Background: an optimization exercise with open tools, aiming at a short achievable clock period and few clock cycles. Do not read the settings as production practice. In this exercise RTL edits were held to simulation tests only and were not proved equivalent to the original. No activity file was given, so power comes from the tool's default toggle rates.

==> module microprocessor, before the edit <==
module microprocessor(clk, rst, imem_addr, imem_data, dmem_addr, dmem_data, dbg_sel, dbg_data, done, data_out);
	input clk;
	input rst;
	output [7:0] imem_addr;
	input [31:0] imem_data;
	output [7:0] dmem_addr;
	input [7:0] dmem_data;
	input [4:0] dbg_sel;
	output [7:0] dbg_data;
	output done;
	output [7:0] data_out;
	function [7:0] prefix_carry;
		input [7:0] a;
		input [7:0] b;
		input cin;
		reg [7:0] g, p, g1, p1, g2, p2, g3;
		begin
			g = a & b;
			p = a ^ b;
			g[0] = g[0] | (p[0] & cin);
			g1 = g | ((p & {g[6:0], 1'b0}));
			p1 = p & {p[6:0], 1'b1};
			g2 = g1 | ((p1 & {g1[5:0], 2'b0}));
			p2 = p1 & {p1[5:0], 2'b11};
			g3 = g2 | ((p2 & {g2[3:0], 4'b0}));
			prefix_carry = g3;
		end
	endfunction
	function [7:0] add8;
		input [7:0] a;
		input [7:0] b;
		reg [7:0] c;
		begin
			c = prefix_carry(a, b, 1'b0);
			add8 = (a ^ b) ^ {c[6:0], 1'b0};
		end
	endfunction
	reg [7:0] register_file [31:0];
	reg [7:0] pc_inc;	 
	reg [7:0] pc_target;	 
	reg branch_taken;	 
	reg halted;	 
	reg [7:0] alu_out;	 
	reg load_pending;	 
	reg write_any;	 
	reg [31:0] write_pending;	 
	integer i;
	wire [7:0] pc = branch_taken ? pc_target : pc_inc;
	wire stopped = halted || (pc >= 8'h80);
	wire run = !stopped;
	wire [5:0] opcode = imem_data[31:26];
	wire [4:0] rs = imem_data[25:21];
	wire [4:0] rt = imem_data[20:16];
	wire [4:0] rd = imem_data[15:11];
	wire [5:0] function_field = imem_data[5:0];
	wire [7:0] immediate = imem_data[7:0];
	wire [7:0] write_back = load_pending ? dmem_data : alu_out;
	reg [7:0] operand_file [31:0];
	always @(*)
		for (i = 0; i < 32; i = i + 1)
			operand_file[i] = write_pending[i] ? write_back : register_file[i];
	wire is_r = (opcode == 6'h00);
	wire is_addu = is_r && (function_field == 6'h21);
	wire is_slt = is_r && (function_field == 6'h2a);
	wire is_addiu = (opcode == 6'h09);
	wire is_lw = (opcode == 6'h23);
	wire is_beq = (opcode == 6'h04);
	wire is_bne = (opcode == 6'h05);
	wire use_imm = is_addiu || is_lw;
	wire [7:0] register_operand_1 = operand_file[rs];
	wire [7:0] register_operand_2 = use_imm ? immediate : operand_file[rt];
	wire [7:0] sum = add8(register_operand_1, register_operand_2);
	wire [7:0] cmp_carry = prefix_carry({1'b0, register_operand_1[6:0]}, {1'b0, ~register_operand_2[6:0]}, 1'b1);
	wire low_ge = cmp_carry[6];
	wire less = (register_operand_1[7] != register_operand_2[7]) ? register_operand_1[7] : !low_ge;
	wire equal = (register_operand_1 == register_operand_2);
	wire taken = (is_beq && equal) || (is_bne && !equal);
	wire write_en = is_addu || is_slt || is_addiu || is_lw;
	wire [4:0] write_reg = is_r ? rd : rt;
	assign imem_addr = pc;
	assign dmem_addr = alu_out;
	wire [255:0] debug_bits;
	genvar g;
	generate
		for (g = 0; g < 32; g = g + 1) begin : debug_flat
			assign debug_bits[8*g+7:8*g] = register_file[g];
		end
	endgenerate
	register_select debug_read(.sel(dbg_sel), .regs(debug_bits), .value(dbg_data));
	assign data_out = register_file[8'h04];
	assign done = stopped && !write_any;
	always @(posedge clk) begin
		if (rst) begin
			pc_inc <= 8'd0;
			pc_target <= 8'd0;
			branch_taken <= 1'b0;
			halted <= 1'b0;
			write_any <= 1'b0;
			write_pending <= 32'd0;
			for (i = 0; i < 32; i = i + 1)
				register_file[i] <= 8'd0;
		end
		else begin
			for (i = 0; i < 32; i = i + 1)
				if (write_pending[i])
					register_file[i] <= write_back;
			for (i = 0; i < 32; i = i + 1)
				write_pending[i] <= run && write_en && write_reg == i;
			write_any <= run && write_en;
			pc_inc <= pc + 8'd1;
			pc_target <= add8(pc, immediate);
			branch_taken <= taken;
			halted <= stopped;
		end
	end
	always @(posedge clk) begin
		alu_out <= is_slt ? {7'd0, less} : sum;
		load_pending <= is_lw;
	end
endmodule
==> module register_select, before the edit <==
module register_select(sel, regs, value);
	input [4:0] sel;
	input [255:0] regs;
	output [7:0] value;
	wire [7:0] group_select;
	genvar b, k;
	generate
		for (k = 0; k < 8; k = k + 1) begin : decode
			match3 #(.VALUE(k)) m(.sel(sel[4:2]), .y(group_select[k]));
		end
		for (b = 0; b < 8; b = b + 1) begin : bits
			wire [15:0] pair_n;
			wire [7:0] group;
			wire [3:0] two_n;
			for (k = 0; k < 16; k = k + 1) begin : l1
				mux2_n m(.s(sel[0]), .a(regs[8*(2*k)+b]), .b(regs[8*(2*k+1)+b]), .y_n(pair_n[k]));
			end
			for (k = 0; k < 8; k = k + 1) begin : l2
				mux2_n m(.s(sel[1]), .a(pair_n[2*k]), .b(pair_n[2*k+1]), .y_n(group[k]));
			end
			for (k = 0; k < 4; k = k + 1) begin : l3
				gate_a22oi g(.a1(group_select[2*k]), .a2(group[2*k]), .b1(group_select[2*k+1]), .b2(group[2*k+1]), .y(two_n[k]));
			end
			gate_nand4 l4(.a(two_n[0]), .b(two_n[1]), .c(two_n[2]), .d(two_n[3]), .y(value[b]));
		end
	endgenerate
endmodule
==> module match3, before the edit <==
module match3(sel, y);
	parameter VALUE = 0;
	input [2:0] sel;
	output y;
	assign y = (sel == VALUE);
endmodule
==> module gate_a22oi, before the edit <==
module gate_a22oi(a1, a2, b1, b2, y);
	input a1, a2, b1, b2;
	output y;
	assign y = !((a1 && a2) || (b1 && b2));
endmodule
==> module gate_nand4, before the edit <==
module gate_nand4(a, b, c, d, y);
	input a, b, c, d;
	output y;
	assign y = !(a && b && c && d);
endmodule
make LEC_CHECK=0 CAP_MARGIN=20 CORE_MARGIN=2 CORE_UTILIZATION=40 PLACE_DENSITY=0.6 SETUP_SLACK_MARGIN=5 SLEW_MARGIN=20 SYNTH_HIERARCHICAL=1 finish   # period 10.0 ns
run.sh (not shown) runs the stock make flow with config.mk's settings and CLKGATE_MAP_FILE= SYNTH_SCRIPT=/design/flow/synth_recipe.tcl, a recipe that flattens the netlist after the stock synthesis.
The starting point finished with timing, DRC and antenna clean.
Testbench counts at the start, summed over its fixed seeds: cycles 51,952.
Then changed:
--- a/flow/design.v
+++ b/flow/design.v
@@ -34,10 +34,11 @@
 			c = prefix_carry(a, b, 1'b0);
 			add8 = (a ^ b) ^ {c[6:0], 1'b0};
 		end
 	endfunction
 	reg [7:0] register_file [31:0];
+	reg [7:0] debug_file [31:0];	 
 	reg [7:0] pc_inc;	 
 	reg [7:0] pc_target;	 
 	reg branch_taken;	 
 	reg halted;	 
 	reg [7:0] alu_out;	 
@@ -81,31 +82,35 @@
 	assign dmem_addr = alu_out;
 	wire [255:0] debug_bits;
 	genvar g;
 	generate
 		for (g = 0; g < 32; g = g + 1) begin : debug_flat
-			assign debug_bits[8*g+7:8*g] = register_file[g];
+			assign debug_bits[8*g+7:8*g] = debug_file[g];
 		end
 	endgenerate
-	register_select debug_read(.sel(dbg_sel), .regs(debug_bits), .value(dbg_data));
-	assign data_out = register_file[8'h04];
+	register_select debug_read(.sel(dbg_sel), .regs_n(debug_bits), .value(dbg_data));
+	assign data_out = ~debug_file[8'h04];
 	assign done = stopped && !write_any;
 	always @(posedge clk) begin
 		if (rst) begin
 			pc_inc <= 8'd0;
 			pc_target <= 8'd0;
 			branch_taken <= 1'b0;
 			halted <= 1'b0;
 			write_any <= 1'b0;
 			write_pending <= 32'd0;
-			for (i = 0; i < 32; i = i + 1)
+			for (i = 0; i < 32; i = i + 1) begin
 				register_file[i] <= 8'd0;
+				debug_file[i] <= 8'hff;
+			end
 		end
 		else begin
 			for (i = 0; i < 32; i = i + 1)
-				if (write_pending[i])
+				if (write_pending[i]) begin
 					register_file[i] <= write_back;
+					debug_file[i] <= ~write_back;
+				end
 			for (i = 0; i < 32; i = i + 1)
 				write_pending[i] <= run && write_en && write_reg == i;
 			write_any <= run && write_en;
 			pc_inc <= pc + 8'd1;
 			pc_target <= add8(pc, immediate);
@@ -116,53 +121,37 @@
 	always @(posedge clk) begin
 		alu_out <= is_slt ? {7'd0, less} : sum;
 		load_pending <= is_lw;
 	end
 endmodule
-module register_select(sel, regs, value);
+module register_select(sel, regs_n, value);
 	input [4:0] sel;
-	input [255:0] regs;
+	input [255:0] regs_n;	 
 	output [7:0] value;
-	wire [7:0] group_select;
+	wire [127:0] level1;
+	wire [63:0] level2;
+	wire [31:0] level3;
+	wire [15:0] level4;
 	genvar b, k;
 	generate
-		for (k = 0; k < 8; k = k + 1) begin : decode
-			match3 #(.VALUE(k)) m(.sel(sel[4:2]), .y(group_select[k]));
-		end
 		for (b = 0; b < 8; b = b + 1) begin : bits
-			wire [15:0] pair_n;
-			wire [7:0] group;
-			wire [3:0] two_n;
 			for (k = 0; k < 16; k = k + 1) begin : l1
-				mux2_n m(.s(sel[0]), .a(regs[8*(2*k)+b]), .b(regs[8*(2*k+1)+b]), .y_n(pair_n[k]));
+				mux2_n m(.s(sel[0]), .a(regs_n[8*(2*k)+b]), .b(regs_n[8*(2*k+1)+b]), .y_n(level1[16*b+k]));
 			end
 			for (k = 0; k < 8; k = k + 1) begin : l2
-				mux2_n m(.s(sel[1]), .a(pair_n[2*k]), .b(pair_n[2*k+1]), .y_n(group[k]));
+				mux2_n m(.s(sel[1]), .a(level1[16*b+2*k]), .b(level1[16*b+2*k+1]), .y_n(level2[8*b+k]));
 			end
 			for (k = 0; k < 4; k = k + 1) begin : l3
-				gate_a22oi g(.a1(group_select[2*k]), .a2(group[2*k]), .b1(group_select[2*k+1]), .b2(group[2*k+1]), .y(two_n[k]));
+				mux2_n m(.s(sel[2]), .a(level2[8*b+2*k]), .b(level2[8*b+2*k+1]), .y_n(level3[4*b+k]));
 			end
-			gate_nand4 l4(.a(two_n[0]), .b(two_n[1]), .c(two_n[2]), .d(two_n[3]), .y(value[b]));
+			for (k = 0; k < 2; k = k + 1) begin : l4
+				mux2_n m(.s(sel[3]), .a(level3[4*b+2*k]), .b(level3[4*b+2*k+1]), .y_n(level4[2*b+k]));
+			end
+			mux2_n l5(.s(sel[4]), .a(level4[2*b]), .b(level4[2*b+1]), .y_n(value[b]));
 		end
 	endgenerate
 endmodule
 module mux2_n(s, a, b, y_n);
 	input s, a, b;
 	output y_n;
 	assign y_n = !(s ? b : a);
 endmodule
-module match3(sel, y);
-	parameter VALUE = 0;
-	input [2:0] sel;
-	output y;
-	assign y = (sel == VALUE);
-endmodule
-module gate_a22oi(a1, a2, b1, b2, y);
-	input a1, a2, b1, b2;
-	output y;
-	assign y = !((a1 && a2) || (b1 && b2));
-endmodule
-module gate_nand4(a, b, c, d, y);
-	input a, b, c, d;
-	output y;
-	assign y = !(a && b && c && d);
-endmodule
The changed run finished clean.
Clock power rises by well over a third.
Design area goes up by well over a third.
Sequential share of layout area climbs by 7.9 points.
Via count came out higher by a quarter to a third.
Count of clock-buffer cells in the layout is higher by 29.
Testbench counts after the change, summed over its fixed seeds: cycles 51,952.

## re-timing with driven ports
The flow's constraints put no driver on any port. The routed layouts listed below were extracted and timed again, unchanged, in two steps.
Step 1 assumes that a clkbuf_16 drives the clock port and a buf_2 every other input.
Step 2 also shifts input and output timing later by t, the mid clock arrival at the registers, as if the neighbouring blocks saw the same clock.
a / b / c = no drivers / after step 1 / after step 2; a / b = the first two.
run | t (ns) | slack for setup (ns) | worst register clock-pin slew, ns
the first run | 0.639 | 4.565 / 4.114 / 4.114 | 0.07 / 0.07
the second run | 0.713 | 4.273 / 3.898 / 3.898 | 0.07 / 0.07
After both steps setup and hold are still met in every run listed. For the first run, which loses most, drivers alone change the setup slack by -0.451 ns; drivers and shift together by -0.451 ns.
